This is an optimization exercise on Yosys and OpenROAD, whose aim is small area, a short achievable clock period and few clock cycles per item, not a production implementation. The RTL was checked by simulation tests, not by an equivalence proof against the original design.

===== run.sh =====
#!/bin/bash
# synth_recipe.tcl (not shown) runs the flow's synth.tcl, then flattens the netlist and writes it again
# the make line also repeats each setting of config.mk as NAME=value (left out here)
make -C /OpenROAD-flow-scripts/flow DESIGN_CONFIG=/design/flow/config.mk WORK_HOME=/design/flow/orfs CLKGATE_MAP_FILE= SYNTH_SCRIPT=/design/flow/synth_recipe.tcl finish

===== config.mk =====
export PLATFORM = sky130hd
export DESIGN_NAME = aes_8_bit
export DESIGN_NICKNAME = aes_8_bit
export VERILOG_FILES = /design/flow/design.v
export SDC_FILE = /design/flow/constraint.sdc
export NUM_CORES = 4
export LEC_CHECK = 0
export CAP_MARGIN = 20
export CORE_MARGIN = 2
export CORE_UTILIZATION = 40
export SETUP_SLACK_MARGIN = 4.0
export SLEW_MARGIN = 20

===== constraint.sdc =====
create_clock -name core_clock -period 7.0 [get_ports {clk}]
set_input_delay 1.4000 -clock core_clock [delete_from_list [all_inputs] [get_ports {clk}]]
set_output_delay 1.4000 -clock core_clock [all_outputs]
set_load 0.01 [all_outputs]

===== design.v =====
module aes_8_bit (rst, clk, key_in, d_in, d_out, d_vld);
    input rst, clk;
    input [7:0] key_in;
    input [7:0] d_in;
    output reg [7:0] d_out;
    output reg d_vld;
    reg [6:0] cnt;
    always @(posedge clk) begin
        if (rst) cnt <= 7'd0;
        else if (cnt != 7'd127) cnt <= cnt + 7'd1;
    end
    localparam CW = 43;
    localparam [CW-1:0] CW0 = 43'b1001000010000100001000000000000000000000001;
    wire [CW-1:0] nx;
    assign nx[0] = (cnt == 7'd0) | (cnt == 7'd1) | (cnt == 7'd2) | (cnt == 7'd3) | (cnt == 7'd4) | (cnt == 7'd5) | (cnt == 7'd6) | (cnt == 7'd7) | (cnt == 7'd8) | (cnt == 7'd9) | (cnt == 7'd10) | (cnt == 7'd11) | (cnt == 7'd12) | (cnt == 7'd13) | (cnt == 7'd14) | (cnt == 7'd15) | (cnt == 7'd16) | (cnt == 7'd17) | (cnt == 7'd18) | (cnt == 7'd19) | (cnt == 7'd20) | (cnt == 7'd21) | (cnt == 7'd22) | (cnt == 7'd23) | (cnt == 7'd24) | (cnt == 7'd25) | (cnt == 7'd26) | (cnt == 7'd27) | (cnt == 7'd28) | (cnt == 7'd29) | (cnt == 7'd30) | (cnt == 7'd31) | (cnt == 7'd32) | (cnt == 7'd33) | (cnt == 7'd34) | (cnt == 7'd35) | (cnt == 7'd36) | (cnt == 7'd37) | (cnt == 7'd38) | (cnt == 7'd39) | (cnt == 7'd40) | (cnt == 7'd41) | (cnt == 7'd42) | (cnt == 7'd43) | (cnt == 7'd44) | (cnt == 7'd45) | (cnt == 7'd46) | (cnt == 7'd47) | (cnt == 7'd48) | (cnt == 7'd49) | (cnt == 7'd50) | (cnt == 7'd51) | (cnt == 7'd52) | (cnt == 7'd53) | (cnt == 7'd54) | (cnt == 7'd55) | (cnt == 7'd56) | (cnt == 7'd57) | (cnt == 7'd58) | (cnt == 7'd59) | (cnt == 7'd60) | (cnt == 7'd61) | (cnt == 7'd62) | (cnt == 7'd63) | (cnt == 7'd64) | (cnt == 7'd65) | (cnt == 7'd66) | (cnt == 7'd67) | (cnt == 7'd68) | (cnt == 7'd69) | (cnt == 7'd70) | (cnt == 7'd71) | (cnt == 7'd72) | (cnt == 7'd73) | (cnt == 7'd74) | (cnt == 7'd75) | (cnt == 7'd79) | (cnt == 7'd83) | (cnt == 7'd87) | (cnt == 7'd91) | (cnt == 7'd92) | (cnt == 7'd93) | (cnt == 7'd94) | (cnt == 7'd95) | (cnt == 7'd96) | (cnt == 7'd97) | (cnt == 7'd98) | (cnt == 7'd99) | (cnt == 7'd100) | (cnt == 7'd101) | (cnt == 7'd102) | (cnt == 7'd103) | (cnt == 7'd104) | (cnt == 7'd105) | (cnt == 7'd106) | (cnt == 7'd107) | (cnt == 7'd108) | (cnt == 7'd109) | (cnt == 7'd110) | (cnt == 7'd111) | (cnt == 7'd112) | (cnt == 7'd113) | (cnt == 7'd114) | (cnt == 7'd115) | (cnt == 7'd116) | (cnt == 7'd117) | (cnt == 7'd118) | (cnt == 7'd119) | (cnt == 7'd120) | (cnt == 7'd121) | (cnt == 7'd122) | (cnt == 7'd123) | (cnt == 7'd124) | (cnt == 7'd125) | (cnt == 7'd126) | (cnt == 7'd127);
    assign nx[1] = (cnt == 7'd76) | (cnt == 7'd80) | (cnt == 7'd84) | (cnt == 7'd88);
    assign nx[2] = (cnt == 7'd77) | (cnt == 7'd81) | (cnt == 7'd85) | (cnt == 7'd89);
    assign nx[3] = (cnt == 7'd78) | (cnt == 7'd82) | (cnt == 7'd86) | (cnt == 7'd90);
    assign nx[4] = (cnt == 7'd75) | (cnt == 7'd76) | (cnt == 7'd77) | (cnt == 7'd78) | (cnt == 7'd79) | (cnt == 7'd80) | (cnt == 7'd81) | (cnt == 7'd82) | (cnt == 7'd83) | (cnt == 7'd84) | (cnt == 7'd85) | (cnt == 7'd86) | (cnt == 7'd87) | (cnt == 7'd88) | (cnt == 7'd89) | (cnt == 7'd90);
    assign nx[5] = (cnt == 7'd1) | (cnt == 7'd5) | (cnt == 7'd9) | (cnt == 7'd13) | (cnt == 7'd25) | (cnt == 7'd26) | (cnt == 7'd27) | (cnt == 7'd28) | (cnt == 7'd31) | (cnt == 7'd32) | (cnt == 7'd33) | (cnt == 7'd34) | (cnt == 7'd37) | (cnt == 7'd38) | (cnt == 7'd39) | (cnt == 7'd40) | (cnt == 7'd43) | (cnt == 7'd44) | (cnt == 7'd45) | (cnt == 7'd46) | (cnt == 7'd49) | (cnt == 7'd50) | (cnt == 7'd51) | (cnt == 7'd52) | (cnt == 7'd55) | (cnt == 7'd56) | (cnt == 7'd57) | (cnt == 7'd58) | (cnt == 7'd61) | (cnt == 7'd62) | (cnt == 7'd63) | (cnt == 7'd64) | (cnt == 7'd67) | (cnt == 7'd68) | (cnt == 7'd69) | (cnt == 7'd70) | (cnt == 7'd73) | (cnt == 7'd74) | (cnt == 7'd75) | (cnt == 7'd76);
    assign nx[6] = (cnt == 7'd2) | (cnt == 7'd6) | (cnt == 7'd10) | (cnt == 7'd14) | (cnt == 7'd25) | (cnt == 7'd26) | (cnt == 7'd27) | (cnt == 7'd28) | (cnt == 7'd31) | (cnt == 7'd32) | (cnt == 7'd33) | (cnt == 7'd34) | (cnt == 7'd37) | (cnt == 7'd38) | (cnt == 7'd39) | (cnt == 7'd40) | (cnt == 7'd43) | (cnt == 7'd44) | (cnt == 7'd45) | (cnt == 7'd46) | (cnt == 7'd49) | (cnt == 7'd50) | (cnt == 7'd51) | (cnt == 7'd52) | (cnt == 7'd55) | (cnt == 7'd56) | (cnt == 7'd57) | (cnt == 7'd58) | (cnt == 7'd61) | (cnt == 7'd62) | (cnt == 7'd63) | (cnt == 7'd64) | (cnt == 7'd67) | (cnt == 7'd68) | (cnt == 7'd69) | (cnt == 7'd70) | (cnt == 7'd73) | (cnt == 7'd74) | (cnt == 7'd75) | (cnt == 7'd76);
    assign nx[7] = (cnt == 7'd3) | (cnt == 7'd7) | (cnt == 7'd11) | (cnt == 7'd15) | (cnt == 7'd25) | (cnt == 7'd26) | (cnt == 7'd27) | (cnt == 7'd28) | (cnt == 7'd31) | (cnt == 7'd32) | (cnt == 7'd33) | (cnt == 7'd34) | (cnt == 7'd37) | (cnt == 7'd38) | (cnt == 7'd39) | (cnt == 7'd40) | (cnt == 7'd43) | (cnt == 7'd44) | (cnt == 7'd45) | (cnt == 7'd46) | (cnt == 7'd49) | (cnt == 7'd50) | (cnt == 7'd51) | (cnt == 7'd52) | (cnt == 7'd55) | (cnt == 7'd56) | (cnt == 7'd57) | (cnt == 7'd58) | (cnt == 7'd61) | (cnt == 7'd62) | (cnt == 7'd63) | (cnt == 7'd64) | (cnt == 7'd67) | (cnt == 7'd68) | (cnt == 7'd69) | (cnt == 7'd70) | (cnt == 7'd73) | (cnt == 7'd74) | (cnt == 7'd75) | (cnt == 7'd76);
    assign nx[8] = (cnt == 7'd4) | (cnt == 7'd8) | (cnt == 7'd12) | (cnt == 7'd16) | (cnt == 7'd25) | (cnt == 7'd26) | (cnt == 7'd27) | (cnt == 7'd28) | (cnt == 7'd31) | (cnt == 7'd32) | (cnt == 7'd33) | (cnt == 7'd34) | (cnt == 7'd37) | (cnt == 7'd38) | (cnt == 7'd39) | (cnt == 7'd40) | (cnt == 7'd43) | (cnt == 7'd44) | (cnt == 7'd45) | (cnt == 7'd46) | (cnt == 7'd49) | (cnt == 7'd50) | (cnt == 7'd51) | (cnt == 7'd52) | (cnt == 7'd55) | (cnt == 7'd56) | (cnt == 7'd57) | (cnt == 7'd58) | (cnt == 7'd61) | (cnt == 7'd62) | (cnt == 7'd63) | (cnt == 7'd64) | (cnt == 7'd67) | (cnt == 7'd68) | (cnt == 7'd69) | (cnt == 7'd70) | (cnt == 7'd73) | (cnt == 7'd74) | (cnt == 7'd75) | (cnt == 7'd76);
    assign nx[9] = (cnt == 7'd1) | (cnt == 7'd2) | (cnt == 7'd3) | (cnt == 7'd4) | (cnt == 7'd25) | (cnt == 7'd31) | (cnt == 7'd37) | (cnt == 7'd43) | (cnt == 7'd49) | (cnt == 7'd55) | (cnt == 7'd61) | (cnt == 7'd67) | (cnt == 7'd73);
    assign nx[10] = (cnt == 7'd5) | (cnt == 7'd6) | (cnt == 7'd7) | (cnt == 7'd8) | (cnt == 7'd26) | (cnt == 7'd32) | (cnt == 7'd38) | (cnt == 7'd44) | (cnt == 7'd50) | (cnt == 7'd56) | (cnt == 7'd62) | (cnt == 7'd68) | (cnt == 7'd74);
    assign nx[11] = (cnt == 7'd9) | (cnt == 7'd10) | (cnt == 7'd11) | (cnt == 7'd12) | (cnt == 7'd27) | (cnt == 7'd33) | (cnt == 7'd39) | (cnt == 7'd45) | (cnt == 7'd51) | (cnt == 7'd57) | (cnt == 7'd63) | (cnt == 7'd69) | (cnt == 7'd75);
    assign nx[12] = (cnt == 7'd13) | (cnt == 7'd14) | (cnt == 7'd15) | (cnt == 7'd16) | (cnt == 7'd28) | (cnt == 7'd34) | (cnt == 7'd40) | (cnt == 7'd46) | (cnt == 7'd52) | (cnt == 7'd58) | (cnt == 7'd64) | (cnt == 7'd70) | (cnt == 7'd76);
    assign nx[13] = (cnt == 7'd17) | (cnt == 7'd18) | (cnt == 7'd19) | (cnt == 7'd20) | (cnt == 7'd65);
    assign nx[14] = (cnt == 7'd23) | (cnt == 7'd65) | (cnt == 7'd71);
    assign nx[15] = (cnt == 7'd29) | (cnt == 7'd71);
    assign nx[16] = (cnt == 7'd35) | (cnt == 7'd65);
    assign nx[17] = (cnt == 7'd41) | (cnt == 7'd65) | (cnt == 7'd71);
    assign nx[18] = (cnt == 7'd47) | (cnt == 7'd71);
    assign nx[19] = (cnt == 7'd53);
    assign nx[20] = (cnt == 7'd59);
    assign nx[21] = (cnt == 7'd78) | (cnt == 7'd82) | (cnt == 7'd86) | (cnt == 7'd90);
    assign nx[22] = (cnt == 7'd17) | (cnt == 7'd23) | (cnt == 7'd29) | (cnt == 7'd35) | (cnt == 7'd41) | (cnt == 7'd47) | (cnt == 7'd53) | (cnt == 7'd59) | (cnt == 7'd65) | (cnt == 7'd71);
    assign nx[23] = (cnt == 7'd17) | (cnt == 7'd18) | (cnt == 7'd19) | (cnt == 7'd20) | (cnt == 7'd23) | (cnt == 7'd24) | (cnt == 7'd25) | (cnt == 7'd26) | (cnt == 7'd29) | (cnt == 7'd30) | (cnt == 7'd31) | (cnt == 7'd32) | (cnt == 7'd35) | (cnt == 7'd36) | (cnt == 7'd37) | (cnt == 7'd38) | (cnt == 7'd41) | (cnt == 7'd42) | (cnt == 7'd43) | (cnt == 7'd44) | (cnt == 7'd47) | (cnt == 7'd48) | (cnt == 7'd49) | (cnt == 7'd50) | (cnt == 7'd53) | (cnt == 7'd54) | (cnt == 7'd55) | (cnt == 7'd56) | (cnt == 7'd59) | (cnt == 7'd60) | (cnt == 7'd61) | (cnt == 7'd62) | (cnt == 7'd65) | (cnt == 7'd66) | (cnt == 7'd67) | (cnt == 7'd68) | (cnt == 7'd71) | (cnt == 7'd72) | (cnt == 7'd73) | (cnt == 7'd74);
    assign nx[24] = (cnt == 7'd0) | (cnt == 7'd1) | (cnt == 7'd2) | (cnt == 7'd3) | (cnt == 7'd4) | (cnt == 7'd5) | (cnt == 7'd6) | (cnt == 7'd7) | (cnt == 7'd8) | (cnt == 7'd9) | (cnt == 7'd10) | (cnt == 7'd11) | (cnt == 7'd12) | (cnt == 7'd13) | (cnt == 7'd14) | (cnt == 7'd15) | (cnt == 7'd16) | (cnt == 7'd17) | (cnt == 7'd18) | (cnt == 7'd19) | (cnt == 7'd20) | (cnt == 7'd21) | (cnt == 7'd22) | (cnt == 7'd23) | (cnt == 7'd27) | (cnt == 7'd28) | (cnt == 7'd29) | (cnt == 7'd33) | (cnt == 7'd34) | (cnt == 7'd35) | (cnt == 7'd39) | (cnt == 7'd40) | (cnt == 7'd41) | (cnt == 7'd45) | (cnt == 7'd46) | (cnt == 7'd47) | (cnt == 7'd51) | (cnt == 7'd52) | (cnt == 7'd53) | (cnt == 7'd57) | (cnt == 7'd58) | (cnt == 7'd59) | (cnt == 7'd63) | (cnt == 7'd64) | (cnt == 7'd65) | (cnt == 7'd69) | (cnt == 7'd70) | (cnt == 7'd71) | (cnt == 7'd75) | (cnt == 7'd76) | (cnt == 7'd77) | (cnt == 7'd78) | (cnt == 7'd91) | (cnt == 7'd92) | (cnt == 7'd93) | (cnt == 7'd94) | (cnt == 7'd95) | (cnt == 7'd96) | (cnt == 7'd97) | (cnt == 7'd98) | (cnt == 7'd99) | (cnt == 7'd100) | (cnt == 7'd101) | (cnt == 7'd102) | (cnt == 7'd103) | (cnt == 7'd104) | (cnt == 7'd105) | (cnt == 7'd106) | (cnt == 7'd107) | (cnt == 7'd108) | (cnt == 7'd109) | (cnt == 7'd110) | (cnt == 7'd111) | (cnt == 7'd112) | (cnt == 7'd113) | (cnt == 7'd114) | (cnt == 7'd115) | (cnt == 7'd116) | (cnt == 7'd117) | (cnt == 7'd118) | (cnt == 7'd119) | (cnt == 7'd120) | (cnt == 7'd121) | (cnt == 7'd122) | (cnt == 7'd123) | (cnt == 7'd124) | (cnt == 7'd125) | (cnt == 7'd126) | (cnt == 7'd127);
    assign nx[25] = (cnt == 7'd24) | (cnt == 7'd30) | (cnt == 7'd36) | (cnt == 7'd42) | (cnt == 7'd48) | (cnt == 7'd54) | (cnt == 7'd60) | (cnt == 7'd66) | (cnt == 7'd72) | (cnt == 7'd79) | (cnt == 7'd80) | (cnt == 7'd81) | (cnt == 7'd82);
    assign nx[26] = (cnt == 7'd25) | (cnt == 7'd31) | (cnt == 7'd37) | (cnt == 7'd43) | (cnt == 7'd49) | (cnt == 7'd55) | (cnt == 7'd61) | (cnt == 7'd67) | (cnt == 7'd73) | (cnt == 7'd83) | (cnt == 7'd84) | (cnt == 7'd85) | (cnt == 7'd86);
    assign nx[27] = (cnt == 7'd26) | (cnt == 7'd32) | (cnt == 7'd38) | (cnt == 7'd44) | (cnt == 7'd50) | (cnt == 7'd56) | (cnt == 7'd62) | (cnt == 7'd68) | (cnt == 7'd74) | (cnt == 7'd87) | (cnt == 7'd88) | (cnt == 7'd89) | (cnt == 7'd90);
    assign nx[28] = (cnt == 7'd26) | (cnt == 7'd32) | (cnt == 7'd38) | (cnt == 7'd44) | (cnt == 7'd50) | (cnt == 7'd56) | (cnt == 7'd62) | (cnt == 7'd68) | (cnt == 7'd74) | (cnt == 7'd87) | (cnt == 7'd88) | (cnt == 7'd89) | (cnt == 7'd90);
    assign nx[29] = (cnt == 7'd0) | (cnt == 7'd1) | (cnt == 7'd2) | (cnt == 7'd3) | (cnt == 7'd4) | (cnt == 7'd5) | (cnt == 7'd6) | (cnt == 7'd7) | (cnt == 7'd8) | (cnt == 7'd9) | (cnt == 7'd10) | (cnt == 7'd11) | (cnt == 7'd12) | (cnt == 7'd13) | (cnt == 7'd14) | (cnt == 7'd15) | (cnt == 7'd16) | (cnt == 7'd17) | (cnt == 7'd18) | (cnt == 7'd19) | (cnt == 7'd20) | (cnt == 7'd21) | (cnt == 7'd22) | (cnt == 7'd23) | (cnt == 7'd27) | (cnt == 7'd28) | (cnt == 7'd29) | (cnt == 7'd33) | (cnt == 7'd34) | (cnt == 7'd35) | (cnt == 7'd39) | (cnt == 7'd40) | (cnt == 7'd41) | (cnt == 7'd45) | (cnt == 7'd46) | (cnt == 7'd47) | (cnt == 7'd51) | (cnt == 7'd52) | (cnt == 7'd53) | (cnt == 7'd57) | (cnt == 7'd58) | (cnt == 7'd59) | (cnt == 7'd63) | (cnt == 7'd64) | (cnt == 7'd65) | (cnt == 7'd69) | (cnt == 7'd70) | (cnt == 7'd71) | (cnt == 7'd75) | (cnt == 7'd76) | (cnt == 7'd77) | (cnt == 7'd78) | (cnt == 7'd91) | (cnt == 7'd92) | (cnt == 7'd93) | (cnt == 7'd94) | (cnt == 7'd95) | (cnt == 7'd96) | (cnt == 7'd97) | (cnt == 7'd98) | (cnt == 7'd99) | (cnt == 7'd100) | (cnt == 7'd101) | (cnt == 7'd102) | (cnt == 7'd103) | (cnt == 7'd104) | (cnt == 7'd105) | (cnt == 7'd106) | (cnt == 7'd107) | (cnt == 7'd108) | (cnt == 7'd109) | (cnt == 7'd110) | (cnt == 7'd111) | (cnt == 7'd112) | (cnt == 7'd113) | (cnt == 7'd114) | (cnt == 7'd115) | (cnt == 7'd116) | (cnt == 7'd117) | (cnt == 7'd118) | (cnt == 7'd119) | (cnt == 7'd120) | (cnt == 7'd121) | (cnt == 7'd122) | (cnt == 7'd123) | (cnt == 7'd124) | (cnt == 7'd125) | (cnt == 7'd126) | (cnt == 7'd127);
    assign nx[30] = (cnt == 7'd24) | (cnt == 7'd30) | (cnt == 7'd36) | (cnt == 7'd42) | (cnt == 7'd48) | (cnt == 7'd54) | (cnt == 7'd60) | (cnt == 7'd66) | (cnt == 7'd72) | (cnt == 7'd79) | (cnt == 7'd80) | (cnt == 7'd81) | (cnt == 7'd82);
    assign nx[31] = (cnt == 7'd25) | (cnt == 7'd31) | (cnt == 7'd37) | (cnt == 7'd43) | (cnt == 7'd49) | (cnt == 7'd55) | (cnt == 7'd61) | (cnt == 7'd67) | (cnt == 7'd73) | (cnt == 7'd83) | (cnt == 7'd84) | (cnt == 7'd85) | (cnt == 7'd86);
    assign nx[32] = (cnt == 7'd25) | (cnt == 7'd31) | (cnt == 7'd37) | (cnt == 7'd43) | (cnt == 7'd49) | (cnt == 7'd55) | (cnt == 7'd61) | (cnt == 7'd67) | (cnt == 7'd73) | (cnt == 7'd83) | (cnt == 7'd84) | (cnt == 7'd85) | (cnt == 7'd86);
    assign nx[33] = (cnt == 7'd26) | (cnt == 7'd32) | (cnt == 7'd38) | (cnt == 7'd44) | (cnt == 7'd50) | (cnt == 7'd56) | (cnt == 7'd62) | (cnt == 7'd68) | (cnt == 7'd74) | (cnt == 7'd87) | (cnt == 7'd88) | (cnt == 7'd89) | (cnt == 7'd90);
    assign nx[34] = (cnt == 7'd0) | (cnt == 7'd1) | (cnt == 7'd2) | (cnt == 7'd3) | (cnt == 7'd4) | (cnt == 7'd5) | (cnt == 7'd6) | (cnt == 7'd7) | (cnt == 7'd8) | (cnt == 7'd9) | (cnt == 7'd10) | (cnt == 7'd11) | (cnt == 7'd12) | (cnt == 7'd13) | (cnt == 7'd14) | (cnt == 7'd15) | (cnt == 7'd16) | (cnt == 7'd17) | (cnt == 7'd18) | (cnt == 7'd19) | (cnt == 7'd20) | (cnt == 7'd21) | (cnt == 7'd22) | (cnt == 7'd23) | (cnt == 7'd27) | (cnt == 7'd28) | (cnt == 7'd29) | (cnt == 7'd33) | (cnt == 7'd34) | (cnt == 7'd35) | (cnt == 7'd39) | (cnt == 7'd40) | (cnt == 7'd41) | (cnt == 7'd45) | (cnt == 7'd46) | (cnt == 7'd47) | (cnt == 7'd51) | (cnt == 7'd52) | (cnt == 7'd53) | (cnt == 7'd57) | (cnt == 7'd58) | (cnt == 7'd59) | (cnt == 7'd63) | (cnt == 7'd64) | (cnt == 7'd65) | (cnt == 7'd69) | (cnt == 7'd70) | (cnt == 7'd71) | (cnt == 7'd75) | (cnt == 7'd76) | (cnt == 7'd77) | (cnt == 7'd78) | (cnt == 7'd91) | (cnt == 7'd92) | (cnt == 7'd93) | (cnt == 7'd94) | (cnt == 7'd95) | (cnt == 7'd96) | (cnt == 7'd97) | (cnt == 7'd98) | (cnt == 7'd99) | (cnt == 7'd100) | (cnt == 7'd101) | (cnt == 7'd102) | (cnt == 7'd103) | (cnt == 7'd104) | (cnt == 7'd105) | (cnt == 7'd106) | (cnt == 7'd107) | (cnt == 7'd108) | (cnt == 7'd109) | (cnt == 7'd110) | (cnt == 7'd111) | (cnt == 7'd112) | (cnt == 7'd113) | (cnt == 7'd114) | (cnt == 7'd115) | (cnt == 7'd116) | (cnt == 7'd117) | (cnt == 7'd118) | (cnt == 7'd119) | (cnt == 7'd120) | (cnt == 7'd121) | (cnt == 7'd122) | (cnt == 7'd123) | (cnt == 7'd124) | (cnt == 7'd125) | (cnt == 7'd126) | (cnt == 7'd127);
    assign nx[35] = (cnt == 7'd24) | (cnt == 7'd30) | (cnt == 7'd36) | (cnt == 7'd42) | (cnt == 7'd48) | (cnt == 7'd54) | (cnt == 7'd60) | (cnt == 7'd66) | (cnt == 7'd72) | (cnt == 7'd79) | (cnt == 7'd80) | (cnt == 7'd81) | (cnt == 7'd82);
    assign nx[36] = (cnt == 7'd24) | (cnt == 7'd30) | (cnt == 7'd36) | (cnt == 7'd42) | (cnt == 7'd48) | (cnt == 7'd54) | (cnt == 7'd60) | (cnt == 7'd66) | (cnt == 7'd72) | (cnt == 7'd79) | (cnt == 7'd80) | (cnt == 7'd81) | (cnt == 7'd82);
    assign nx[37] = (cnt == 7'd25) | (cnt == 7'd31) | (cnt == 7'd37) | (cnt == 7'd43) | (cnt == 7'd49) | (cnt == 7'd55) | (cnt == 7'd61) | (cnt == 7'd67) | (cnt == 7'd73) | (cnt == 7'd83) | (cnt == 7'd84) | (cnt == 7'd85) | (cnt == 7'd86);
    assign nx[38] = (cnt == 7'd26) | (cnt == 7'd32) | (cnt == 7'd38) | (cnt == 7'd44) | (cnt == 7'd50) | (cnt == 7'd56) | (cnt == 7'd62) | (cnt == 7'd68) | (cnt == 7'd74) | (cnt == 7'd87) | (cnt == 7'd88) | (cnt == 7'd89) | (cnt == 7'd90);
    assign nx[39] = (cnt == 7'd0) | (cnt == 7'd1) | (cnt == 7'd2) | (cnt == 7'd3) | (cnt == 7'd4) | (cnt == 7'd5) | (cnt == 7'd6) | (cnt == 7'd7) | (cnt == 7'd8) | (cnt == 7'd9) | (cnt == 7'd10) | (cnt == 7'd11) | (cnt == 7'd12) | (cnt == 7'd13) | (cnt == 7'd14) | (cnt == 7'd15) | (cnt == 7'd16) | (cnt == 7'd17) | (cnt == 7'd18) | (cnt == 7'd19) | (cnt == 7'd20) | (cnt == 7'd21) | (cnt == 7'd22) | (cnt == 7'd23) | (cnt == 7'd27) | (cnt == 7'd28) | (cnt == 7'd29) | (cnt == 7'd33) | (cnt == 7'd34) | (cnt == 7'd35) | (cnt == 7'd39) | (cnt == 7'd40) | (cnt == 7'd41) | (cnt == 7'd45) | (cnt == 7'd46) | (cnt == 7'd47) | (cnt == 7'd51) | (cnt == 7'd52) | (cnt == 7'd53) | (cnt == 7'd57) | (cnt == 7'd58) | (cnt == 7'd59) | (cnt == 7'd63) | (cnt == 7'd64) | (cnt == 7'd65) | (cnt == 7'd69) | (cnt == 7'd70) | (cnt == 7'd71) | (cnt == 7'd75) | (cnt == 7'd76) | (cnt == 7'd77) | (cnt == 7'd78) | (cnt == 7'd91) | (cnt == 7'd92) | (cnt == 7'd93) | (cnt == 7'd94) | (cnt == 7'd95) | (cnt == 7'd96) | (cnt == 7'd97) | (cnt == 7'd98) | (cnt == 7'd99) | (cnt == 7'd100) | (cnt == 7'd101) | (cnt == 7'd102) | (cnt == 7'd103) | (cnt == 7'd104) | (cnt == 7'd105) | (cnt == 7'd106) | (cnt == 7'd107) | (cnt == 7'd108) | (cnt == 7'd109) | (cnt == 7'd110) | (cnt == 7'd111) | (cnt == 7'd112) | (cnt == 7'd113) | (cnt == 7'd114) | (cnt == 7'd115) | (cnt == 7'd116) | (cnt == 7'd117) | (cnt == 7'd118) | (cnt == 7'd119) | (cnt == 7'd120) | (cnt == 7'd121) | (cnt == 7'd122) | (cnt == 7'd123) | (cnt == 7'd124) | (cnt == 7'd125) | (cnt == 7'd126) | (cnt == 7'd127);
    assign nx[40] = (cnt == 7'd23) | (cnt == 7'd24) | (cnt == 7'd25) | (cnt == 7'd26) | (cnt == 7'd29) | (cnt == 7'd30) | (cnt == 7'd31) | (cnt == 7'd32) | (cnt == 7'd35) | (cnt == 7'd36) | (cnt == 7'd37) | (cnt == 7'd38) | (cnt == 7'd41) | (cnt == 7'd42) | (cnt == 7'd43) | (cnt == 7'd44) | (cnt == 7'd47) | (cnt == 7'd48) | (cnt == 7'd49) | (cnt == 7'd50) | (cnt == 7'd53) | (cnt == 7'd54) | (cnt == 7'd55) | (cnt == 7'd56) | (cnt == 7'd59) | (cnt == 7'd60) | (cnt == 7'd61) | (cnt == 7'd62) | (cnt == 7'd65) | (cnt == 7'd66) | (cnt == 7'd67) | (cnt == 7'd68) | (cnt == 7'd71) | (cnt == 7'd72) | (cnt == 7'd73) | (cnt == 7'd74);
    assign nx[41] = (cnt == 7'd15) | (cnt == 7'd21) | (cnt == 7'd27) | (cnt == 7'd33) | (cnt == 7'd39) | (cnt == 7'd45) | (cnt == 7'd51) | (cnt == 7'd57) | (cnt == 7'd63) | (cnt == 7'd69);
    assign nx[42] = (cnt == 7'd0) | (cnt == 7'd1) | (cnt == 7'd2) | (cnt == 7'd3) | (cnt == 7'd4) | (cnt == 7'd5) | (cnt == 7'd6) | (cnt == 7'd7) | (cnt == 7'd8) | (cnt == 7'd9) | (cnt == 7'd10) | (cnt == 7'd11) | (cnt == 7'd12) | (cnt == 7'd13) | (cnt == 7'd14);
    reg [CW-1:0] cw;
    always @(posedge clk) cw <= rst ? CW0 : nx;
    wire        ld      = cw[42];
    wire        p1_key  = cw[41];
    wire        p1_dat  = cw[40];
    wire [15:0] gsel    = cw[39:24];    
    wire        k_step  = cw[23];
    wire        k_step0 = cw[22];
    wire        k_rot   = cw[21];
    wire [7:0]  rcv     = cw[20:13];
    wire [3:0]  s_col   = cw[12:9];
    wire [3:0]  s_row   = cw[8:5];
    wire        outp    = cw[4];
    wire [3:0]  orow    = cw[3:0];      
    reg [7:0] S [0:3][0:3];    
    reg [31:0] K0, K1, K2, K3;  
    reg [31:0] P1;
    reg [47:0] P2;
    function [7:0] xt;
        input [7:0] b;
        xt = {b[6:0], 1'b0} ^ (b[7] ? 8'h1b : 8'h00);
    endfunction
    reg [7:0] spare;
    always @(posedge clk) spare <= S[1][0];
    function [7:0] sel4;
        input [3:0] s;
        input [7:0] a0, a1, a2, a3;
        sel4 = ({8{s[0]}} & a0) | ({8{s[1]}} & a1) | ({8{s[2]}} & a2) | ({8{s[3]}} & a3);
    endfunction
    wire [7:0] g0 = sel4(gsel[3:0],   S[0][0], S[0][1], S[0][2], S[0][3]);
    wire [7:0] g1 = sel4(gsel[7:4],   spare,   S[1][1], S[1][2], S[1][3]);
    wire [7:0] g2 = sel4(gsel[11:8],  S[2][0], S[2][1], S[2][2], S[2][3]);
    wire [7:0] g3 = sel4(gsel[15:12], S[3][0], S[3][1], S[3][2], S[3][3]);
    wire [7:0] mt = g0 ^ g1 ^ g2 ^ g3;
    wire [7:0] m0 = g0 ^ mt ^ xt(g0 ^ g1);
    wire [7:0] m1 = g1 ^ mt ^ xt(g1 ^ g2);
    wire [7:0] m2 = g2 ^ mt ^ xt(g2 ^ g3);
    wire [7:0] m3 = g3 ^ mt ^ xt(g3 ^ g0);
    wire [31:0] xr = {m0, m1, m2, m3} ^ K0;      
    wire [31:0] xo = {g0, g1, g2, g3} ^ K0;      
    wire [7:0] x0in = d_in ^ key_in;
    always @(posedge clk) begin
        if (p1_dat) P1 <= xr;
        else if (p1_key) P1 <= {K3[23:16], K3[15:8], K3[7:0], K3[31:24]};
        else P1 <= {4{x0in}};
    end
    wire [47:0] mid;
    wire [31:0] sb;
    genvar l;
    generate
        for (l = 0; l < 4; l = l + 1) begin : lane
            sbox_s1 u1 (P1[31-8*l -: 8], mid[47-12*l -: 12]);
            sbox_s2 u2 (P2[47-12*l -: 12], sb[31-8*l -: 8]);
        end
    endgenerate
    always @(posedge clk) P2 <= mid;
    integer i, j;
    always @(posedge clk) begin
        for (i = 0; i < 4; i = i + 1)
            for (j = 0; j < 4; j = j + 1)
                if (s_row[i] & s_col[j]) S[i][j] <= sb[31-8*i -: 8];
    end
    wire [31:0] knew = K0 ^ (k_step0 ? (sb ^ {rcv, 24'h0}) : (k_rot ? 32'h0 : K3));
    always @(posedge clk) begin
        if (ld) begin
            case (cnt[1:0])
                2'd0: begin
                    if (cnt[3:2] != 2'd0) begin
                        K0 <= K1; K1 <= K2; K2 <= K3;
                    end
                    K3[31:24] <= key_in;
                end
                2'd1: K3[23:16] <= key_in;
                2'd2: K3[15:8] <= key_in;
                2'd3: K3[7:0] <= key_in;
            endcase
        end else if (k_step | k_rot) begin
            K0 <= K1; K1 <= K2; K2 <= K3; K3 <= knew;
        end
    end
    always @(posedge clk) begin
        d_out <= sel4(orow, xo[31:24], xo[23:16], xo[15:8], xo[7:0]);
        if (rst) d_vld <= 1'b0;
        else if (outp) d_vld <= 1'b1;
    end
endmodule
module GF_SQ_2 ( A, Q );
    input [1:0] A;
    output [1:0] Q;
    assign Q = { A[0], A[1] };
endmodule
module GF_MULS_2 ( A, ab, B, cd, Y );
    input [1:0] A;
    input ab;
    input [1:0] B;
    input cd;
    output [1:0] Y;
    wire abcd, p, q;
    assign abcd = ~(ab & cd);  
    assign p = (~(A[1] & B[1])) ^ abcd;
    assign q = (~(A[0] & B[0])) ^ abcd;
    assign Y = { p, q };
endmodule
module GF_MULS_SCL_2 ( A, ab, B, cd, Y );
    input [1:0] A;
    input ab;
    input [1:0] B;
    input cd;
    output [1:0] Y;
    wire t, p, q;
    assign t = ~(A[0] & B[0]);  
    assign p = (~(ab & cd)) ^ t;
    assign q = (~(A[1] & B[1])) ^ t;
    assign Y = { p, q };
endmodule
module GF_INV_4 ( X, Y );
input [3:0] X;
output [3:0] Y;
    wire [1:0] a, b, c, d, p, q;
    wire sa, sb, sd;  
    assign a = X[3:2];
    assign b = X[1:0];
    assign sa = a[1] ^ a[0];
    assign sb = b[1] ^ b[0];
    assign c = {  
    ~(a[1] | b[1]) ^ (~(sa & sb)) ,
    ~(sa | sb) ^ (~(a[0] & b[0])) };
    GF_SQ_2 dinv( c, d);
    assign sd = d[1] ^ d[0];
    GF_MULS_2 pmul(d, sd, b, sb, p);
    GF_MULS_2 qmul(d, sd, a, sa, q);
    assign Y = { p, q };
endmodule
module GF_MULS_4 ( A, a1, Al, Ah, aa, B, b1, Bl, Bh, bb, Q );
    input [3:0] A;
    input [1:0] a1;
    input Al;
    input Ah;
    input aa;
    input [3:0] B;
    input [1:0] b1;
    input Bl;
    input Bh;
    input bb;
    output [3:0] Q;
    wire [1:0] ph, pl, p;
    GF_MULS_2 himul(A[3:2], Ah, B[3:2], Bh, ph);
    GF_MULS_2 lomul(A[1:0], Al, B[1:0], Bl, pl);
    GF_MULS_SCL_2 summul( a1, aa, b1, bb, p);
    assign Q = { (ph ^ p), (pl ^ p) };
endmodule
module GF_INV_8 ( X, Y );
    input [7:0] X;
    output [7:0] Y;
    wire [3:0] a, b, c, d, p, q;
    wire [1:0] sa, sb, sd;  
    wire al, ah, aa, bl, bh, bb, dl, dh, dd;  
    wire c1, c2, c3;  
    assign a = X[7:4];
    assign b = X[3:0];
    assign sa = a[3:2] ^ a[1:0];
    assign sb = b[3:2] ^ b[1:0];
    assign al = a[1] ^ a[0];
    assign ah = a[3] ^ a[2];
    assign aa = sa[1] ^ sa[0];
    assign bl = b[1] ^ b[0];
    assign bh = b[3] ^ b[2];
    assign bb = sb[1] ^ sb[0];
    assign c1 = ~(ah & bh);
    assign c2 = ~(sa[0] & sb[0]);
    assign c3 = ~(aa & bb);
    assign c = { 
    (~(sa[0] | sb[0]) ^ (~(a[3] & b[3]))) ^ c1 ^ c3 ,
    (~(sa[1] | sb[1]) ^ (~(a[2] & b[2]))) ^ c1 ^ c2 ,
    (~(al | bl) ^ (~(a[1] & b[1]))) ^ c2 ^ c3 ,
    (~(a[0] | b[0]) ^ (~(al & bl))) ^ (~(sa[1] & sb[1])) ^ c2 };
    GF_INV_4 dinv( c, d);
    assign sd = d[3:2] ^ d[1:0];
    assign dl = d[1] ^ d[0];
    assign dh = d[3] ^ d[2];
    assign dd = sd[1] ^ sd[0];
    GF_MULS_4 pmul(d, sd, dl, dh, dd, b, sb, bl, bh, bb, p);
    GF_MULS_4 qmul(d, sd, dl, dh, dd, a, sa, al, ah, aa, q);
    assign Y = { p, q };
endmodule
module bSbox ( A, Q );
    input [7:0] A;
    output [7:0] Q;
    wire [7:0] B, C;
    wire R1, R2, R3, R4, R5, R6, R7, R8, R9;
    wire T1, T2, T3, T4, T5, T6, T7, T8, T9;
    assign R1 = A[7] ^ A[5] ;
    assign R2 = A[7] ^ A[4] ;
    assign R3 = A[6] ^ A[0] ;
    assign R4 = A[5] ^ R3 ;
    assign R5 = A[4] ^ R4 ;
    assign R6 = A[3] ^ A[0] ;
    assign R7 = A[2] ^ R1 ;
    assign R8 = A[1] ^ R3 ;
    assign R9 = A[3] ^ R8 ;
    assign B[7] = R7 ^ R8 ;
    assign B[6] = R5 ;
    assign B[5] = A[1] ^ R4 ;
    assign B[4] = R1 ^ R3 ;
    assign B[3] = A[1] ^ R2 ^ R6 ;
    assign B[2] = A[0] ;
    assign B[1] = R4 ;
    assign B[0] = A[2] ^ R9 ;
    GF_INV_8 inv( B, C );
    assign T1 = C[7] ^ C[3] ;
    assign T2 = C[6] ^ C[4] ;
    assign T3 = C[6] ^ C[0] ;
    assign T4 = C[5] ^ C[3] ;
    assign T5 = C[5] ^ T1 ;
    assign T6 = C[5] ^ C[1] ;
    assign T7 = C[4] ^ T6 ;
    assign T8 = C[2] ^ T4 ;
    assign T9 = C[1] ^ T2 ;
    assign Q[7] = T4 ;
    assign Q[6] = ~T1 ;
    assign Q[5] = ~T3 ;
    assign Q[4] = T5 ;
    assign Q[3] = T2 ^ T5 ;
    assign Q[2] = T3 ^ T8 ;
    assign Q[1] = ~T7 ;
    assign Q[0] = ~T9 ;
endmodule
module sbox_s1 ( A, M );
    input [7:0] A;
    output [11:0] M;  
    wire [7:0] B;
    wire R1, R2, R3, R4, R5, R6, R7, R8, R9;
    wire [3:0] a, b, c, d;
    wire [1:0] sa, sb;
    wire al, ah, aa, bl, bh, bb, c1, c2, c3;
    assign R1 = A[7] ^ A[5] ;
    assign R2 = A[7] ^ A[4] ;
    assign R3 = A[6] ^ A[0] ;
    assign R4 = A[5] ^ R3 ;
    assign R5 = A[4] ^ R4 ;
    assign R6 = A[3] ^ A[0] ;
    assign R7 = A[2] ^ R1 ;
    assign R8 = A[1] ^ R3 ;
    assign R9 = A[3] ^ R8 ;
    assign B[7] = R7 ^ R8 ;
    assign B[6] = R5 ;
    assign B[5] = A[1] ^ R4 ;
    assign B[4] = R1 ^ R3 ;
    assign B[3] = A[1] ^ R2 ^ R6 ;
    assign B[2] = A[0] ;
    assign B[1] = R4 ;
    assign B[0] = A[2] ^ R9 ;
    assign a = B[7:4];
    assign b = B[3:0];
    assign sa = a[3:2] ^ a[1:0];
    assign sb = b[3:2] ^ b[1:0];
    assign al = a[1] ^ a[0];
    assign ah = a[3] ^ a[2];
    assign aa = sa[1] ^ sa[0];
    assign bl = b[1] ^ b[0];
    assign bh = b[3] ^ b[2];
    assign bb = sb[1] ^ sb[0];
    assign c1 = ~(ah & bh);
    assign c2 = ~(sa[0] & sb[0]);
    assign c3 = ~(aa & bb);
    assign c = {
    (~(sa[0] | sb[0]) ^ (~(a[3] & b[3]))) ^ c1 ^ c3 ,
    (~(sa[1] | sb[1]) ^ (~(a[2] & b[2]))) ^ c1 ^ c2 ,
    (~(al | bl) ^ (~(a[1] & b[1]))) ^ c2 ^ c3 ,
    (~(a[0] | b[0]) ^ (~(al & bl))) ^ (~(sa[1] & sb[1])) ^ c2 };
    GF_INV_4 dinv( c, d);
    assign M = {d, a, b};
endmodule
module sbox_s2 ( M, Q );
    input [11:0] M;
    output [7:0] Q;
    wire [3:0] a, b, d, p, q;
    wire [1:0] sa, sb, sd;
    wire al, ah, aa, bl, bh, bb, dl, dh, dd;
    wire [7:0] C;
    wire T1, T2, T3, T4, T5, T6, T7, T8, T9;
    assign d = M[11:8];
    assign a = M[7:4];
    assign b = M[3:0];
    assign sa = a[3:2] ^ a[1:0];
    assign sb = b[3:2] ^ b[1:0];
    assign al = a[1] ^ a[0];
    assign ah = a[3] ^ a[2];
    assign aa = sa[1] ^ sa[0];
    assign bl = b[1] ^ b[0];
    assign bh = b[3] ^ b[2];
    assign bb = sb[1] ^ sb[0];
    assign sd = d[3:2] ^ d[1:0];
    assign dl = d[1] ^ d[0];
    assign dh = d[3] ^ d[2];
    assign dd = sd[1] ^ sd[0];
    GF_MULS_4 pmul(d, sd, dl, dh, dd, b, sb, bl, bh, bb, p);
    GF_MULS_4 qmul(d, sd, dl, dh, dd, a, sa, al, ah, aa, q);
    assign C = { p, q };
    assign T1 = C[7] ^ C[3] ;
    assign T2 = C[6] ^ C[4] ;
    assign T3 = C[6] ^ C[0] ;
    assign T4 = C[5] ^ C[3] ;
    assign T5 = C[5] ^ T1 ;
    assign T6 = C[5] ^ C[1] ;
    assign T7 = C[4] ^ T6 ;
    assign T8 = C[2] ^ T4 ;
    assign T9 = C[1] ^ T2 ;
    assign Q[7] = T4 ;
    assign Q[6] = ~T1 ;
    assign Q[5] = ~T3 ;
    assign Q[4] = T5 ;
    assign Q[3] = T2 ^ T5 ;
    assign Q[2] = T3 ^ T8 ;
    assign Q[1] = ~T7 ;
    assign Q[0] = ~T9 ;
endmodule

==> out/metrics.cfg, run 1 <==
[outcome]
status=timing/DRC/antenna clean

[grt]
grt_usage_pct=20.2
grt_pass1_vias=14354
gr-total-overflow=0
use_met1_pct=26.7
grt_pass1_wl_um=86200
antenna_found_initial=4
grt_max_degree=65
grt_use_met3_pct=3.55
use_met2_pct=32.5
top_usage_layer=met2

[sta]
final-hold-violation-count=0
rsz0062_at_grt=true
fin_hold_ws_ns=0.340
post-route-min-period_ns=2.92
max-slew-margin-rel_pct=30.6
tns_ns=0
skew_ns=0.0227
layout_setup_ws_ns=4.08
setup_violations=0
max_freq_mhz=343
tightest_slew_ns=1.04
finalMaxSlewViolations=0
post-route-period-util_pct=41.7

[synth]
ys_seq_area_share_pct=48.4
synth_area_um2=21400
yosys_warnings=2
async_flop_share_pct=0
yosysMostFrequentCell=xnor2_1
postSynthCellCount=1997
synthTopCellsByCount=xnor2_1 (262), edfxtp_1 (256), xor2_1 (185)
ys.flop_type=edfxtp_1
yosys-top-cells-area=edfxtp_1 (36%), dfxtp_1 (13%), xnor2_1 (11%)
synth-seq-cells=390
synth_top_area_share_pct=35.9
synth_edf_count=256
synth_cell_types=76
yosys.area.top_type=edfxtp_1
postSynthNetCount=2023
avgSynthCellArea_um2=10.7

[worst_setup_path]
cp.arrival_ns=3.37
crit_fanout=9
critPathLaunchType=flip-flop
critPathRequiredTime_ns=7.45
worstSetupEndpointType=flip-flop
rrSetupSlack_ns=4.08
critPathKind=reg -> reg

[clock_tree]
numClockSinks=390
clock_path_buffers=3
cts.htree.levels=2
ctsHoldBuffers=0
cts_tree=done
cts_root_buf=clkbuf_16
numCtsBuffers=44
clk_pin_slew_ns=0.06
clock_latency_ns=0.57

[min_path]
worstHoldPathType=reg -> reg

[die]
start_util_pct=40.6
die_x_um=235
rows=84
num_io_pins=27
die_h_um=235
dieArea_um2=55400
core_area_um2=52800

[cells_and_area]
layout-drive-gt1-share_pct=13.6
fill_cells=4846
n_antenna_cell=0
area_growth_pct=14.2
nets=2010
fin_util_pct=46.3

[placement]
place.gp.congestion=0.914
port_buffers=26
pre_cts_slack_ns=3.54
place_hpwl_um=40100

[drt]
firstDrtPassIters=6
routed_wl_um=56900
vias=14943
wire_per_inst_um=21.0
ant_nets=0
post_drt_via_cell_ratio=5.52
drc=0
drtIter0Drc=1292

[job]
max_cap_viol_count=0

[flip-flops by register name, summed over array words and instances (netlist names), 7 cells and up]
name,cells
spare,8
P1,32
K0,32
cw,30
P2,48
d_out,8
S,128
K3,32
K1,32
K2,32
cnt,7
[layout by cell type (no fill, tap or decap), types with 45 or more instances in the layout]
cell type / n
edfxtp_1: 256
xnor2_1: 238
xor2_1: 171
nand2_1: 149
a22oi_1: 128
a21oi_1: 126
dfxtp_1: 98
nor2_1: 97
o21ai_0: 81
nand2b_1: 68
clkbuf_16: 45
[cell families (layout without fill, tap and decap cells)]
kind of cell | count (synthesis) | in the layout | share of synthesized area [%]
xor gates and xnor gates | 485 | 485 | 21.8
AOI/OAI and AO/OA | 457 | 457 | 13.7
and+or+nand+nor | 449 | 449 | 10.1
DFF | 390 | 390 | 48.4
buffers and inverters | 156 | 179 | 2.94
muxes | 52 | 52 | 2.59
adders and majority gates | 8 | 8 | 0.467
[worst paths after layout]
check                     end              start  cells after the start
max            P2[47]$_DFF_P_     P1[30]$_DFF_P_                     14
min          spare[2]$_DFF_P_  S[4][2]$_DFFE_PP_                      0
max reg2reg    P2[47]$_DFF_P_     P1[30]$_DFF_P_                     14
min reg2reg  spare[2]$_DFF_P_  S[4][2]$_DFFE_PP_                      0
[final cells by class]
cell class              count  area (um^2)  share of cell area (%)
flip-flops and latches    390        10400                    42.7
well taps                 688          861                    3.52
multi-input cells        1451        11000                    44.8
inverters                  34          134                   0.547
clock buffers              57         1180                    4.83
repair buffers             63          552                    2.26
clock inverters            25          322                    1.31
[per-layer routing]
layer | vias up | routed length, um
met5 | - | 22
met4 | 4 | 2300
met3 | 117 | 3370
met2 | 477 | 26700
met1 | 7281 | 24500
li1 | 7064 | -
[repair_timing]
| action | in CTS | in global routing |
|---|---|---|
| gates resized for setup | 53 | 73 |
| pin swaps | 7 | 20 |
| buffers inserted | 6 | 14 |
| endpoints found under the setup margin | 30 | 50 |
| endpoints found under the hold margin | 0 | 0 |
[critical path: stages (launching register included)]
cell     delay (ns)
dfxtp_4        0.41
xnor3_1        0.44
inv_2          0.10
ha_4           0.23
xnor2_2        0.22
xor2_1         0.19
buf_4          0.15
mux2i_1        0.06
o21ai_0        0.26
a21oi_2        0.11
xnor2_2        0.29
buf_4          0.18
nand2_1        0.04
o21ai_0        0.07
a21oi_1        0.08
[stage by stage]
| step | std cells | cell area [um^2] |
|---|---|---|
| final | 2708 | 24500 |
| after global routing | 2708 | 24500 |
| after CTS | 2693 | 23900 |
| after detailed placement | 2605 | 22200 |
| after global placement | 2605 | 22200 |
| after floorplan | 1997 | 21500 |
Testbench counts, summed over its fixed seeds: cycles 47,616, blocks 512.
==> inputs of run 2 (changes only) <==
--- a/config.mk
+++ b/config.mk
@@ -9,4 +9,4 @@
 export CORE_MARGIN = 2
-export CORE_UTILIZATION = 40
-export SETUP_SLACK_MARGIN = 4.0
+export CORE_UTILIZATION = 55
+export SETUP_SLACK_MARGIN = 4.3
 export SLEW_MARGIN = 20
==> run 2 against run 1 <==
Effect of this change:
- non-clock buffer count grew 58
- count of clock-buffer cells in the layout shrank 1
- register-to-register slack gained 0.15 ns
- first-iteration DRC count grew 17%
- hold slack gained 0.0036 ns
- cell count shrank 4.3%
- area after synthesis is the same
- still clean
- sequential share of layout area shrank 1.4 points
- largest cell class unchanged
- critical path depth shrank 5
==> out/metrics.cfg, run 2 <==
[cells_and_area]
top_regs=S x128, P2 x48
area_growth_pct=18.9
final_common_cell=edfxtp_1
layout-drive-gt1-share_pct=21.0  ; +7.4 points
max_flop_register=S
largest_reg_flops=128  ; unchanged
fill_cells=3027  ; -38%
n_antenna_cell=0  ; unchanged
fin_util_pct=66.0  ; +20 points
nets=2068  ; +2.9%
layout_common_cells=edfxtp_1 (256), xnor2_1 (207), xor2_1 (156)

[synth]
postSynthCellCount=1997  ; unchanged
postSynthNetCount=2023  ; unchanged
yosys.area.top_type=edfxtp_1
ys_seq_area_share_pct=48.4  ; unchanged
synth_cell_types=76  ; unchanged
yosysMostFrequentCell=xnor2_1
synth_top_area_share_pct=35.9  ; unchanged
ys.flop_type=edfxtp_1
synth_area_um2=21400  ; unchanged
avgSynthCellArea_um2=10.7  ; unchanged
yosys_warnings=2  ; unchanged
synth_edf_count=256  ; unchanged
yosys-top-cells-area=edfxtp_1 (36%), dfxtp_1 (13%), xnor2_1 (11%)
synth-seq-cells=390  ; unchanged
synthTopCellsByCount=xnor2_1 (262), edfxtp_1 (256), xor2_1 (185)
async_flop_share_pct=0  ; unchanged

[worst_setup_path]
cp_cell_sequence=xnor2_4 > and4bb_2 > a211oi_4 > xnor2_4 > xnor3_2 > xnor3_2 > a22oi_2 > xor2_1 > o21ai_1
critPathSlowestCell=dfxtp_4
critPathRequiredTime_ns=7.29  ; -0.16 ns
critPathLaunchType=flip-flop
critPathKind=reg -> reg
crit_fanout=7  ; -2
worstSetupEndpointType=flip-flop
cp.arrival_ns=3.05  ; -0.32 ns
critical_path.max_stage_delay_ns=0.38  ; -0.06 ns

[drt]
ant_nets=0  ; unchanged
drc=0  ; unchanged
routed_wl_um=58200  ; +2.2%
wire_per_inst_um=22.4  ; +6.8%
drtIter0Drc=1509  ; +17%
vias=15241  ; +2.0%
post_drt_via_cell_ratio=5.88  ; +6.6%
firstDrtPassIters=5  ; -1

[clock_tree]
numCtsBuffers=43  ; -2.3%
cts.htree.levels=2  ; unchanged
clock_path_buffers=3  ; unchanged
clock_latency_ns=0.57  ; about the same
cts_root_buf=clkbuf_16
numClockSinks=390  ; unchanged
clk_pin_slew_ns=0.06  ; about the same
cts_tree=done

[die]
die_x_um=201  ; -14%
die_h_um=201  ; -14%
rows=72  ; -14%
core_area_um2=38600  ; -27%
start_util_pct=55.5  ; +15 points
dieArea_um2=40500  ; -27%
num_io_pins=27  ; unchanged

[placement]
place_hpwl_um=39400  ; -1.6%
port_buffers=26  ; unchanged
pre_cts_slack_ns=3.70  ; +0.152 ns
place.gp.congestion=0.922  ; +0.83%

[sta]
tns_ns=0  ; unchanged
post-route-min-period_ns=2.77  ; -0.151 ns
final-hold-violation-count=0  ; unchanged
finalMaxSlewViolations=0  ; unchanged
rsz0062_at_grt=true
fin_hold_ws_ns=0.343  ; +0.00358 ns
max-slew-margin-rel_pct=36.4  ; +5.7 points
layout_setup_ws_ns=4.23  ; +0.151 ns
setup_violations=0  ; unchanged
skew_ns=0.0267  ; +0.00402 ns
max_freq_mhz=361  ; +5.4%
post-route-period-util_pct=39.5  ; -2.2 points
tightest_slew_ns=0.947  ; -0.0931 ns

[job]
max_cap_viol_count=0  ; unchanged

[min_path]
worstHoldPathType=reg -> reg

[grt]
grt_max_degree=72  ; +11%
grt_pass1_wl_um=87900  ; +1.9%
antenna_found_initial=1  ; -3
grt_pass1_vias=14693  ; +2.4%
grt_usage_pct=28.4  ; +8.2 points
gr-total-overflow=0  ; unchanged

[outcome]
status=timing/DRC/antenna clean

run 2: timing repair:
action	in CTS	in global routing
endpoints found under the hold margin	0	0
buffers inserted	31	45
pin swaps	38	47
cloned	0	1
resized for setup	146	132
setup endpoints to repair	138	131
hold buffers	0	0
run 2: worst paths after layout:
check / cells after the start / slack, ns / endpoint / start
max reg2reg: 9 / 4.23 / K3[10]$_DFFE_PP_ / P2[21]$_DFF_P_
min: 0 / 0.34 / spare[4]$_DFF_P_ / S[4][4]$_DFFE_PP_
min reg2reg: 0 / 0.34 / spare[4]$_DFF_P_ / S[4][4]$_DFFE_PP_
max: 9 / 4.23 / K3[10]$_DFFE_PP_ / P2[21]$_DFF_P_
run 2: layer usage:
layer  track usage, %  up-vias  routed length [um]
met5                0        -                   0
met4             11.8        0                2130
met3             4.05      108                3800
met2             44.9      523               27100
met1             39.5     7444               25100
li1                 -     7166                   -
run 2: worst max-delay path: cells and delay by family (launching register included):
family	cells	cell delay [ns]
AO/OA/AOI/OAI	3	0.61
XOR/XNOR	5	1.22
flip-flops	1	0.38
AND/OR/NAND/NOR	1	0.29
run 2: layout make-up:
| class | count | area (um^2) | share of cell area, % |
|---|---|---|---|
| multi-input cells | 1452 | 11800 | 46.4 |
| flip-flops and latches | 390 | 10500 | 41.2 |
| clock buffers | 56 | 1190 | 4.66 |
| repair buffers | 121 | 1010 | 3.96 |
| well taps | 518 | 648 | 2.55 |
| clock inverters | 21 | 174 | 0.683 |
| inverters | 34 | 143 | 0.560 |
run 2: cells by family (layout without fill, tap and decap cells):
family	Yosys count	count (layout)	synth area share (%)
multiplexers	52	52	2.59
flip-flops	390	390	48.4
buffers and inverters	156	232	2.94
XOR/XNOR	485	485	21.8
adder cells (fa/ha/maj)	8	8	0.467
AO/OA/AOI/OAI	457	458	13.7
AND/OR/NAND/NOR	449	449	10.1
run 2: through the flow:
step           cells  area (um^2)
3_3_place_gp    2437        22100
6_report        2592        25500
3_5_place_dp    2437        22100
5_1_grt         2592        25500
4_1_cts         2545        24400
2_1_floorplan   1997        21700

## afterwards: timing with drivers on the ports
In the flow no input, the clock included, has a driving cell. The finished layouts below were timed again as built, in two steps.
Step 1: set_driving_cell puts a clkbuf_16 on clk and a buf_2 on each other input, an assumption about the parent block.
Step 2 adds t to the input delays and takes it off the output delays; t is the mean of the earliest and latest rising clock arrival at the registers after step 1. Input paths then give back, and output paths get back, about the clock's delay inside the block.
Slacks: ideal ports / drivers / drivers and shift; pairs: ideal ports / drivers.
run | t (ns) | slack for setup (ns) | clock arrival spread, ns | worst slew at a driven data input, ns
run 1 | 0.623 | 4.081 / 4.081 / 3.820 | 0.025 / 0.024 | 0.03
run 2 | 0.617 | 4.232 / 4.232 / 3.921 | 0.028 / 0.027 | 0.04
After both steps setup and hold are still met in every run listed. For run 2, which loses most, drivers alone change the setup slack by 0.000 ns; drivers and shift together by -0.311 ns.
